From an optimization exercise on the open Yosys and OpenROAD flow, aimed at small area; shortcuts taken in it are not production practice. The RTL was checked by simulation tests, not by an equivalence proof against the original design. The clock port is modelled as an ideal driver, which makes a skipped or thinned clock tree look cheaper than it is; a real chip needs a root buffer or a tree. Power figures rest on the tool's default switching activity, not on a simulated workload.

==> flow/design.v <==
module sevenseg(data, show);
input   [3:0]  data;
output  [6:0]  show;
assign show[0] = (data[2] & ~data[0]) | (~data[3] & ~data[1] & data[0]);
assign show[1] = (data[2] & data[0]);
assign show[2] = (~data[3] & ~data[2] & data[1] & ~data[0]);
assign show[3] = (~data[1] & data[0]) | (data[2] & ~data[0]);
assign show[4] = (~data[2] & data[0]) | (~data[3] & data[2]);
assign show[5] = (~data[1] & data[0]) | (~data[3] & ~data[2] & data[1]);
assign show[6] = (~data[1]);
endmodule
module sevenseg6(data, show);
input   [2:0]  data;
output  [6:0]  show;
assign show[0] = (data[2] & ~data[0]) | (~data[2] & data[1] & data[0]);
assign show[1] = (data[2] & data[1]);
assign show[2] = (~data[2] & ~data[1] & data[0]);
assign show[3] = (data[2] & ~data[0]) | (~data[2] & data[1] & data[0]);
assign show[4] = (data[2]) | (data[1] & data[0]);
assign show[5] = (~data[1] & data[0]) | (data[2] & ~data[1]);
assign show[6] = (~data[0]);
endmodule
module debounce(clk, rst, button, pressed);
input   clk, rst, button;
output  pressed;
reg  [8:0]  last;
parameter   INV    = 9'b010101010;
parameter   QSTATE = 9'd67;    
wire [8:0] s   = last ^ INV;
wire       q   = (s == QSTATE);
wire       clr = rst | button;
wire       fb  = ~(s[8] ^ s[4]);
wire [8:0] sn;
assign pressed = q;
assign sn[0]   = ~clr & (q | fb);
assign sn[8:1] = (clr | q) ? 8'd0 : s[7:0];
always @ (posedge clk)
  last <= sn ^ INV;
endmodule
`timescale 1 ns/ 1 ns
module count(clk, rst, key_reset, key_start_pause, key_display,
                    hex0, hex1, hex2, hex3, hex4, hex5,
                    led0, led1, led2, led3                  );
input          clk, rst, key_reset, key_start_pause, key_display;
output  [6:0]  hex0, hex1, hex2, hex3, hex4, hex5;
output         led0, led1, led2, led3;
reg         led0, led1, led2;
reg [4:0]   cnt;
reg [3:0]   s0, s1, s2, s4;
reg [2:0]   s3, s5;
wire [3:0]  d0, d1, d2, d4;
wire [2:0]  d3, d5;
wire        l0, l1, l2, l3, l4, l5;
wire reset_set, start_set, display_set;
assign led3 = 1'b0;
sevenseg  led8_0(.data(s0), .show(hex0));
sevenseg  led8_1(.data(s1), .show(hex1));
sevenseg  led8_2(.data(s2), .show(hex2));
sevenseg6 led8_3(.data(s3), .show(hex3));
sevenseg  led8_4(.data(s4), .show(hex4));
sevenseg6 led8_5(.data(s5), .show(hex5));
debounce rst_key(.clk(clk), .rst(rst), .button(key_reset), .pressed(reset_set));
debounce stt(.clk(clk), .rst(rst), .button(key_start_pause), .pressed(start_set));
debounce dsp(.clk(clk), .rst(rst), .button(key_display), .pressed(display_set));
wire clr = rst | reset_set;
always @ (posedge clk)
begin
  led0 <= ~clr & (start_set | led0);
  led1 <= ~clr & (start_set ^ led1);
  led2 <= ~clr & (display_set ^ led2);
end
parameter TINV = 5'b01010;
wire [4:0] t     = cnt ^ TINV;
wire       pulse = (t == 5'd9);
wire       run   = led1;
wire [4:0] tn;
assign tn[0]   = ~clr & (pulse ? run : (run ? ~(t[4] ^ t[2]) : t[0]));
assign tn[4:1] = (clr | pulse) ? 4'd0 : (run ? t[3:0] : t[4:1]);
always @ (posedge clk)
  cnt <= tn ^ TINV;
digit10 dg0(.clk(clk), .clr(clr), .cin(pulse), .d(d0), .isl(l0));
digit10 dg1(.clk(clk), .clr(clr), .cin(l0), .d(d1), .isl(l1));
digit10 dg2(.clk(clk), .clr(clr), .cin(l1), .d(d2), .isl(l2));
digit6  dg3(.clk(clk), .clr(clr), .cin(l2), .d(d3), .isl(l3));
digit10 dg4(.clk(clk), .clr(clr), .cin(l3), .d(d4), .isl(l4));
digit6  dg5(.clk(clk), .clr(clr), .cin(l4), .d(d5), .isl(l5));
wire hold = led2 & ~rst;
wire load = ~led2 & ~rst;
always @ (posedge clk)
begin
  s0 <= (s0 & {4{hold}}) | (d0 & {4{load}});
  s1 <= (s1 & {4{hold}}) | (d1 & {4{load}});
  s2 <= (s2 & {4{hold}}) | (d2 & {4{load}});
  s3 <= (s3 & {3{hold}}) | (d3 & {3{load}});
  s4 <= (s4 & {4{hold}}) | (d4 & {4{load}});
  s5 <= (s5 & {3{hold}}) | (d5 & {3{load}});
end
endmodule
module digit10(clk, clr, cin, d, isl);
input          clk, clr, cin;
output reg [3:0] d;
output         isl;
wire [4:0] x = {cin, d};
assign isl = (d[3] & ~d[1] & ~d[0]);
always @ (posedge clk)
begin
  d[0] <= ~clr & ((~x[4] & x[0]) | (x[4] & ~x[0]) | (x[4] & x[2]));
  d[1] <= ~clr & ((~x[3] & x[1]) | (~x[4] & x[1]) | (x[4] & ~x[1] & x[0]) | (x[1] & ~x[0]));
  d[2] <= ~clr & ((~x[3] & x[2]) | (~x[4] & x[2]) | (x[4] & ~x[3] & x[1] & x[0]));
  d[3] <= ~clr & ((x[3] & x[1]) | (x[3] & x[0]) | (x[4] & x[2] & x[0]));
end
endmodule
module digit6(clk, clr, cin, d, isl);
input          clk, clr, cin;
output reg [2:0] d;
output         isl;
wire [3:0] x = {cin, d};
assign isl = (d[1] & ~d[0]);
always @ (posedge clk)
begin
  d[0] <= ~clr & ((~x[1] & x[0]) | (~x[2] & x[0]) | (~x[3] & x[0]) | (x[3] & x[2] & ~x[1]));
  d[1] <= ~clr & ((x[1] & x[0]) | (x[3] & x[2] & x[0]));
  d[2] <= ~clr & ((~x[3] & x[2]) | (x[3] & ~x[2]));
end
endmodule
export LEC_CHECK = 0
export CAP_MARGIN = 0
export CORE_MARGIN = 2
export CORE_UTILIZATION = 72
export GPL_TIMING_DRIVEN = 0
export PLACE_DENSITY = 0.85
export SLEW_MARGIN = 0
create_clock -name core_clock -period 5.0 [get_ports {clk}]
standard.sh (not shown) runs the stock make flow with config.mk's settings and CLKGATE_MAP_FILE= SYNTH_SCRIPT=/design/flow/synth_recipe.tcl, a recipe that flattens the netlist after the stock synthesis.
==> flow/flow/run.sh <==
#!/bin/bash
# Own layout flow: the standard layout (standard.sh), with
#  - synthesis mapped by ABC for area (my_synth.tcl, area.abc), no adder extraction;
#  - the smallest buffer on the ports;
#  - drivers of high-fanout nets upsized before repair_design (upsize.tcl);
#  - a small two-level clock tree built by manual_cts.tcl in place of CTS.
set -euo pipefail
W=$(pwd)
sed -e "s|SYNTH_SCRIPT=[^ ]*|SYNTH_SCRIPT=$W/flow/my_synth.tcl ADDER_MAP_FILE=|" standard.sh > own_standard.sh
bash own_standard.sh \
  "BUFFER_PORTS_ARGS=-buffer_cell sky130_fd_sc_hd__buf_1" \
  "MIN_BUF_CELL_AND_PORTS=sky130_fd_sc_hd__buf_1 A X" \
  "PRE_RESIZE_TCL=$W/flow/upsize.tcl" \
  "PRE_CTS_TCL=$W/flow/manual_cts.tcl" \
  finish > make.log 2>&1
==> flow/flow/area.abc <==
strash
&get -n
&st
&dch -f
&nf -R 1000
&put
strash
dch -f
map -a
strash
&get -n
&st
&dch -f
&nf -R 1000
&put
topo
==> flow/flow/manual_cts.tcl <==
# PRE_CTS_TCL hook: replaces clock_tree_synthesis by a small two-level clock
# tree. The clock pins are split into manual_cts_groups groups by recursive
# bisection of their positions; each group gets a leaf buffer at its centre,
# and one root buffer, driven by the clock port, drives the leaf buffers.
# The number of groups grows from manual_cts_groups until the estimated
# clock-pin slew is low enough.
set ::manual_cts_root sky130_fd_sc_hd__clkbuf_4
set ::manual_cts_leaf sky130_fd_sc_hd__clkbuf_4
set ::manual_cts_groups 4
# the first group count whose clock pins all have an estimated slew at most
# this (ns) is kept
set ::manual_cts_max_slew 0.115
set ::manual_cts_max_groups 16

rename clock_tree_synthesis orfs_clock_tree_synthesis

proc manual_cts_split {sinks k} {
  if {$k <= 1 || [llength $sinks] < 2} { return [list $sinks] }
  set xs {}; set ys {}
  foreach s $sinks { lappend xs [lindex $s 1]; lappend ys [lindex $s 2] }
  set dx [expr {[tcl::mathfunc::max {*}$xs] - [tcl::mathfunc::min {*}$xs]}]
  set dy [expr {[tcl::mathfunc::max {*}$ys] - [tcl::mathfunc::min {*}$ys]}]
  set axis [expr {$dx >= $dy ? 1 : 2}]
  set sorted [lsort -integer -index $axis $sinks]
  set k1 [expr {$k / 2}]
  set h [expr {[llength $sorted] * $k1 / $k}]
  return [concat [manual_cts_split [lrange $sorted 0 [expr {$h - 1}]] $k1] \
                 [manual_cts_split [lrange $sorted $h end] [expr {$k - $k1}]]]
}

proc manual_cts_centre {items} {
  set sx 0; set sy 0
  foreach s $items { set sx [expr {$sx + [lindex $s 1]}]; set sy [expr {$sy + [lindex $s 2]}] }
  set n [llength $items]
  return [list [expr {$sx / $n}] [expr {$sy / $n}]]
}

proc manual_cts_buffer {block master name in_net out_name loc} {
  set buf [odb::dbInst_create $block $master $name]
  set out [odb::dbNet_create $block $out_name]
  $out setSigType CLOCK
  [$buf findITerm A] connect $in_net
  [$buf findITerm X] connect $out
  $buf setLocation [lindex $loc 0] [lindex $loc 1]
  $buf setPlacementStatus PLACED
  return $out
}

proc manual_cts_build {net name sinks k} {
  global manual_cts_root manual_cts_leaf
  set block [ord::get_db_block]
  set db [ord::get_db]
  set groups [manual_cts_split $sinks $k]
  set centres {}
  foreach g $groups { lappend centres [concat x [manual_cts_centre $g]] }
  set root_net [manual_cts_buffer $block [$db findMaster $manual_cts_root] clkbuf_root_$name $net \
    clknet_root_$name [manual_cts_centre $centres]]
  set made [list [$block findInst clkbuf_root_$name] $root_net]
  set i 0
  foreach g $groups c $centres {
    set leaf_net [manual_cts_buffer $block [$db findMaster $manual_cts_leaf] clkbuf_leaf_${i}_$name \
      $root_net clknet_leaf_${i}_$name [lrange $c 1 2]]
    lappend made [$block findInst clkbuf_leaf_${i}_$name] $leaf_net
    foreach s $g {
      set it [lindex $s 0]
      $it disconnect
      $it connect $leaf_net
    }
    incr i
  }
  return $made
}

proc manual_cts_teardown {net sinks made} {
  foreach s $sinks {
    set it [lindex $s 0]
    $it disconnect
    $it connect $net
  }
  foreach {buf out_net} $made {
    odb::dbInst_destroy $buf
    odb::dbNet_destroy $out_net
  }
}

proc manual_cts_max_slew {} {
  estimate_parasitics -placement
  set m 0
  foreach p [get_pins -hierarchical */CLK] {
    set s [get_property $p slew_max]
    if {$s > $m} { set m $s }
  }
  return $m
}

proc clock_tree_synthesis {args} {
  global manual_cts_groups manual_cts_max_slew manual_cts_max_groups manual_cts_leaf
  set block [ord::get_db_block]
  set_propagated_clock [all_clocks]
  foreach src [get_property [all_clocks] sources] {
    set name [get_full_name $src]
    set net [$block findNet $name]
    set sinks {}
    foreach it [$net getITerms] {
      set loc [[$it getInst] getLocation]
      lappend sinks [list $it [lindex $loc 0] [lindex $loc 1]]
    }
    for {set k $manual_cts_groups} {1} {incr k} {
      set made [manual_cts_build $net $name $sinks $k]
      set slew [manual_cts_max_slew]
      puts "manual clock tree: $k leaves ($manual_cts_leaf), estimated max clock-pin slew $slew"
      if {$slew <= $manual_cts_max_slew || $k >= $manual_cts_max_groups} break
      manual_cts_teardown $net $sinks $made
    }
  }
}
Other scripts of this flow, unchanged in this note and not shown: flow/flow/my_synth.tcl, flow/flow/upsize.tcl
==> next run, changes <==
==> flow/flow/area.abc (replaced) <==
strash
&get -n
&st
&dch -f
&nf -R 1000
&put
topo
--- a/flow/flow/manual_cts.tcl
+++ b/flow/flow/manual_cts.tcl
@@ -11,3 +11,3 @@
 # this (ns) is kept
-set ::manual_cts_max_slew 0.115
+set ::manual_cts_max_slew 0.105
 set ::manual_cts_max_groups 16
After rerunning: The changed run ran to the end with no violations. Die area is higher slightly. Power is higher slightly. Utilization is higher by 0.45 points. Global-route usage is lower by 0.48 points. Hold slack is about the same. Final cell count is higher slightly. Synthesized cell count is higher slightly. Synthesized area is higher slightly. Design area is higher slightly.
In every run of this note, the design's own scripts or RTL, not TritonCTS, make the clock network.

## separate check: timing with driven ports
No port has a modelled driver above. Below, the same layouts with a new extraction and two added sets of constraints.
Step 1 (the two cells are an assumption about what drives the block):
set clk [get_ports {clk}]
set_driving_cell -lib_cell sky130_fd_sc_hd__clkbuf_16 $clk
set_driving_cell -lib_cell sky130_fd_sc_hd__buf_2 [delete_from_list [all_inputs] $clk]
Step 2 adds t to the input delays and takes it off the output delays; t is the mean of the earliest and latest rising clock arrival at the registers after step 1. Input paths then give back, and output paths get back, about the clock's delay inside the block.
a / b / c = ideal ports / drivers / drivers and shift; a / b = the first two.
run | shift t [ns] | setup WS [ns] | worst setup path at the end | worst register clock-pin slew, ns | pins driven straight from the clock port
the first run | 0.423 | 2.427 / 2.404 / 2.681 | input to register | 0.12 / 0.12 | 1
the second run | 0.423 | 2.434 / 2.409 / 2.629 | input to register | 0.10 / 0.10 | 1
After both steps setup and hold are still met in every run listed.
